Source: an optimization exercise on an open RTL-to-GDS flow (aim: small area). Production flows keep margins and buffers that such runs may drop. Function was checked by simulation only, so behaviour that the tests miss may differ from the original.

## fir_ctrl
module fir_ctrl
#(
    parameter   FIR_IN  = 16,
    parameter   FIR_OUT = 16
)
(
    input   wire                             sys_clk     ,
    input   wire                             sys_rst_n   ,
    input   signed  [FIR_IN  - 1:0]          data_in     ,
    input   wire                             data_valid  ,
    output  signed  [FIR_OUT - 1:0]          fir_out     ,
    output  wire                             fir_out_valid
);
clock: 10.0 ns
lec_check: 0
cap_margin: 20
core_margin: 2
core_utilization: 40
cts_buf_list: sky130_fd_sc_hd__clkbuf_8
cts_cluster_diameter: 60
cts_cluster_size: 16
slew_margin: 20
synth_hierarchical: 1
run.sh (not shown) runs the stock make flow with config.mk's settings and CLKGATE_MAP_FILE= SYNTH_SCRIPT=/design/flow/synth_recipe.tcl, a recipe that flattens the netlist after the stock synthesis.
The baseline produced a clean layout.
Then changed:
==> flow/flow/run.sh (new file) <==
#!/bin/bash
# The standard layout (standard.sh, unchanged synthesis) with two changes:
# a clock tree of fewer, larger clusters without dummy loads, and the smallest
# buffer for the port buffers. The full make output goes to standard.log here.
set -euo pipefail
bash standard.sh \
  "CTS_ARGS=-sink_clustering_enable -repair_clock_nets -dont_use_dummy_load -buf_list sky130_fd_sc_hd__clkbuf_16 -sink_clustering_size 30 -sink_clustering_max_diameter 100" \
  "BUFFER_PORTS_ARGS=-buffer_cell sky130_fd_sc_hd__buf_1" \
  finish > standard.log 2>&1
==> flow/standard.sh (new file) <==
#!/bin/bash
# synth_recipe.tcl (not shown) runs the flow's synth.tcl, then flattens the netlist and writes it again
# the make line also repeats each setting of config.mk as NAME=value (left out here)
make -C /OpenROAD-flow-scripts/flow DESIGN_CONFIG=/design/flow/config.mk WORK_HOME=/design/flow/orfs CLKGATE_MAP_FILE= SYNTH_SCRIPT=/design/flow/synth_recipe.tcl "${@:-finish}"
CTS_BUF_LIST = not set   (was sky130_fd_sc_hd__clkbuf_8)
CTS_CLUSTER_DIAMETER = not set   (was 60)
CTS_CLUSTER_SIZE = not set   (was 16)
removed: flow/run.sh
The changed run produced a clean layout.
Clock-buffer cell count fell by 29.
Maximum frequency fell by about 1.6%.
Area after synthesis stays the same.
Synthesized cell count stays the same.
Clock skew rose by 14 ps.
Worst setup slack got worse by 150 ps.
Wire length fell by 3.2%.

## the previous run
Another version of the RTL of fir_ctrl (not shown whole).
Size in the first run: roughly 630 flip-flops, about 36 I/O pins, about 23000 µm² of cells after synthesis.
==> flow/design.v (excerpt) <==
module fir_ctrl
#(
    parameter   FIR_IN  = 16,
    parameter   FIR_OUT = 16
)
(
    input   wire                             sys_clk     ,
    input   wire                             sys_rst_n   ,
    input   signed  [FIR_IN  - 1:0]          data_in     ,
    input   wire                             data_valid  ,
    output  signed  [FIR_OUT - 1:0]          fir_out     ,
    output  wire                             fir_out_valid
);
clock: 10.0 ns
lec_check: 0
cap_margin: 20
core_margin: 2
core_utilization: 60
slew_margin: 20
synth_hierarchical: 1
standard.sh (not shown) runs the stock make flow with config.mk's settings and CLKGATE_MAP_FILE= SYNTH_SCRIPT=/design/flow/synth_recipe.tcl, a recipe that flattens the netlist after the stock synthesis.
==> flow/flow/run.sh <==
#!/bin/bash
# The standard layout (standard.sh, unchanged synthesis) with two changes:
# a clock tree of fewer, larger clusters without dummy loads, and the smallest
# buffer for the port buffers. The full make output goes to standard.log here.
set -euo pipefail
bash standard.sh \
  "CTS_ARGS=-sink_clustering_enable -repair_clock_nets -dont_use_dummy_load -buf_list sky130_fd_sc_hd__clkbuf_16 -sink_clustering_size 30 -sink_clustering_max_diameter 80" \
  "BUFFER_PORTS_ARGS=-buffer_cell sky130_fd_sc_hd__buf_1" \
  finish > standard.log 2>&1
[inputs] the current run vs the previous run
Settings: swapping 60 for 40 in CORE_UTILIZATION.
diff --git a/flow/flow/run.sh b/flow/flow/run.sh
--- a/flow/flow/run.sh
+++ b/flow/flow/run.sh
@@ -6,3 +6,3 @@
 bash standard.sh \
-  "CTS_ARGS=-sink_clustering_enable -repair_clock_nets -dont_use_dummy_load -buf_list sky130_fd_sc_hd__clkbuf_16 -sink_clustering_size 30 -sink_clustering_max_diameter 80" \
+  "CTS_ARGS=-sink_clustering_enable -repair_clock_nets -dont_use_dummy_load -buf_list sky130_fd_sc_hd__clkbuf_16 -sink_clustering_size 26 -sink_clustering_max_diameter 90" \
   "BUFFER_PORTS_ARGS=-buffer_cell sky130_fd_sc_hd__buf_1" \
Notes after the runs:
Delta (the current run minus the previous run): weighted congestion reported at the end of routability-driven placement went down, maximum number of pins on one net before global-route repair went up, post-layout worst setup margin went down.

Starting RTL as in the previous note.
Settings: LEC_CHECK=0, CAP_MARGIN=20, CORE_MARGIN=2, CORE_UTILIZATION=80, PLACE_DENSITY=0.9, SLEW_MARGIN=20, SYNTH_HIERARCHICAL=1; clock period 10.0 ns.
==> flow/flow/run.sh <==
#!/bin/bash
# The standard layout (standard.sh, unchanged synthesis) with two changes:
# a clock tree of fewer, larger clusters without dummy loads, and the smallest
# buffer for the port buffers. The full make output goes to standard.log here.
set -euo pipefail
bash standard.sh \
  "CTS_ARGS=-sink_clustering_enable -repair_clock_nets -dont_use_dummy_load -buf_list sky130_fd_sc_hd__clkbuf_8 -sink_clustering_size 18 -sink_clustering_max_diameter 60" \
  "BUFFER_PORTS_ARGS=-buffer_cell sky130_fd_sc_hd__buf_1" \
  finish > standard.log 2>&1
The baseline went through all stages and came out clean.
Next try:
--- a/flow/flow/run.sh
+++ b/flow/flow/run.sh
@@ -5,5 +5,5 @@
 set -euo pipefail
 bash standard.sh \
-  "CTS_ARGS=-sink_clustering_enable -repair_clock_nets -dont_use_dummy_load -buf_list sky130_fd_sc_hd__clkbuf_8 -sink_clustering_size 18 -sink_clustering_max_diameter 60" \
+  "CTS_ARGS=-sink_clustering_enable -repair_clock_nets -dont_use_dummy_load -buf_list sky130_fd_sc_hd__clkbuf_4 -sink_clustering_size 9 -sink_clustering_max_diameter 40" \
   "BUFFER_PORTS_ARGS=-buffer_cell sky130_fd_sc_hd__buf_1" \
   finish > standard.log 2>&1
CORE_UTILIZATION = 70   (was 80)
PLACE_DENSITY = 0.8   (was 0.9)
=> Die area came out higher by 14%. Routed wire length shrinks by 8.9%. Worst setup slack improves by 0.085 ns. Clock skew increases by 0.067 ns. Clock-buffer cell count grows by 43. Final cell count goes up by 5.2%. Via count came out lower by 1.8%. Maximum frequency goes up by 0.93%.
Next try:
--- a/flow/flow/run.sh
+++ b/flow/flow/run.sh
@@ -5,5 +5,5 @@
 set -euo pipefail
 bash standard.sh \
-  "CTS_ARGS=-sink_clustering_enable -repair_clock_nets -dont_use_dummy_load -buf_list sky130_fd_sc_hd__clkbuf_4 -sink_clustering_size 9 -sink_clustering_max_diameter 40" \
+  "CTS_ARGS=-sink_clustering_enable -repair_clock_nets -dont_use_dummy_load -buf_list sky130_fd_sc_hd__clkbuf_8 -sink_clustering_size 20 -sink_clustering_max_diameter 55" \
   "BUFFER_PORTS_ARGS=-buffer_cell sky130_fd_sc_hd__buf_1" \
   finish > standard.log 2>&1
Wire length falls by 1.3%.
Cell count falls by about 2%.
Count of clock-buffer cells in the layout came out lower by 42.
Clock skew shrinks by 0.045 ns.
Worst setup slack improves by 0.020 ns.
Via count falls by about 1.6%.
Final area stays flat.
Next try:
--- a/flow/flow/run.sh
+++ b/flow/flow/run.sh
@@ -5,5 +5,5 @@
 set -euo pipefail
 bash standard.sh \
-  "CTS_ARGS=-sink_clustering_enable -repair_clock_nets -dont_use_dummy_load -buf_list sky130_fd_sc_hd__clkbuf_8 -sink_clustering_size 20 -sink_clustering_max_diameter 55" \
+  "CTS_ARGS=-sink_clustering_enable -repair_clock_nets -dont_use_dummy_load -buf_list sky130_fd_sc_hd__clkbuf_16 -sink_clustering_size 30 -sink_clustering_max_diameter 80" \
   "BUFFER_PORTS_ARGS=-buffer_cell sky130_fd_sc_hd__buf_1" \
   finish > standard.log 2>&1
- maximum frequency is about the same
- setup slack gets better by 0.016 ns
- cell area stays flat
- worst hold slack gains 0.0081 ns
- critical path depth drops by 1
- cell count falls by 0.83%
- clock-buffer cell count came out lower by 17
- routed wire length increases by 1.6%

[port drivers added, routing unchanged]
Ports are ideal in the flow. The routed layouts listed here were re-timed in OpenROAD. Step 1, drivers: a clkbuf_16 drives sys_clk and a buf_2 each remaining input, both assumed. Step 2 moves the port delays by t, midway between the first and last clock arrival at a register: inputs arrive t later, outputs are due t later. That takes back most of the time a late clock gives input paths. Slacks: ideal ports / drivers / drivers and shift; pairs: ideal ports / drivers.
run | shift t [ns] | setup WS [ns] | hold slack, ns | pins driven straight from the clock port
the first run of note 1 | 0.703 | 1.119 / 1.119 / 1.119 | 0.320 / 0.320 / 0.320 | 1
the second run of note 1 | 0.637 | 0.973 / 0.973 / 0.973 | 0.293 / 0.293 / 0.293 | 1
the previous run | 0.636 | 0.836 / 0.836 / 0.836 | 0.289 / 0.289 / 0.289 | 1
the current run | 0.643 | 0.674 / 0.674 / 0.674 | 0.302 / 0.302 / 0.302 | 1
the first run of note 3 | 0.607 | 0.739 / 0.739 / 0.739 | 0.314 / 0.314 / 0.314 | 1
the second run of note 3 | 0.781 | 0.824 / 0.824 / 0.824 | 0.302 / 0.302 / 0.302 | 1
the third run of note 3 | 0.639 | 0.845 / 0.845 / 0.845 | 0.287 / 0.287 / 0.287 | 1
the fourth run of note 3 | 0.617 | 0.861 / 0.861 / 0.861 | 0.295 / 0.295 / 0.295 | 1
After both steps setup and hold are still met in every run listed.
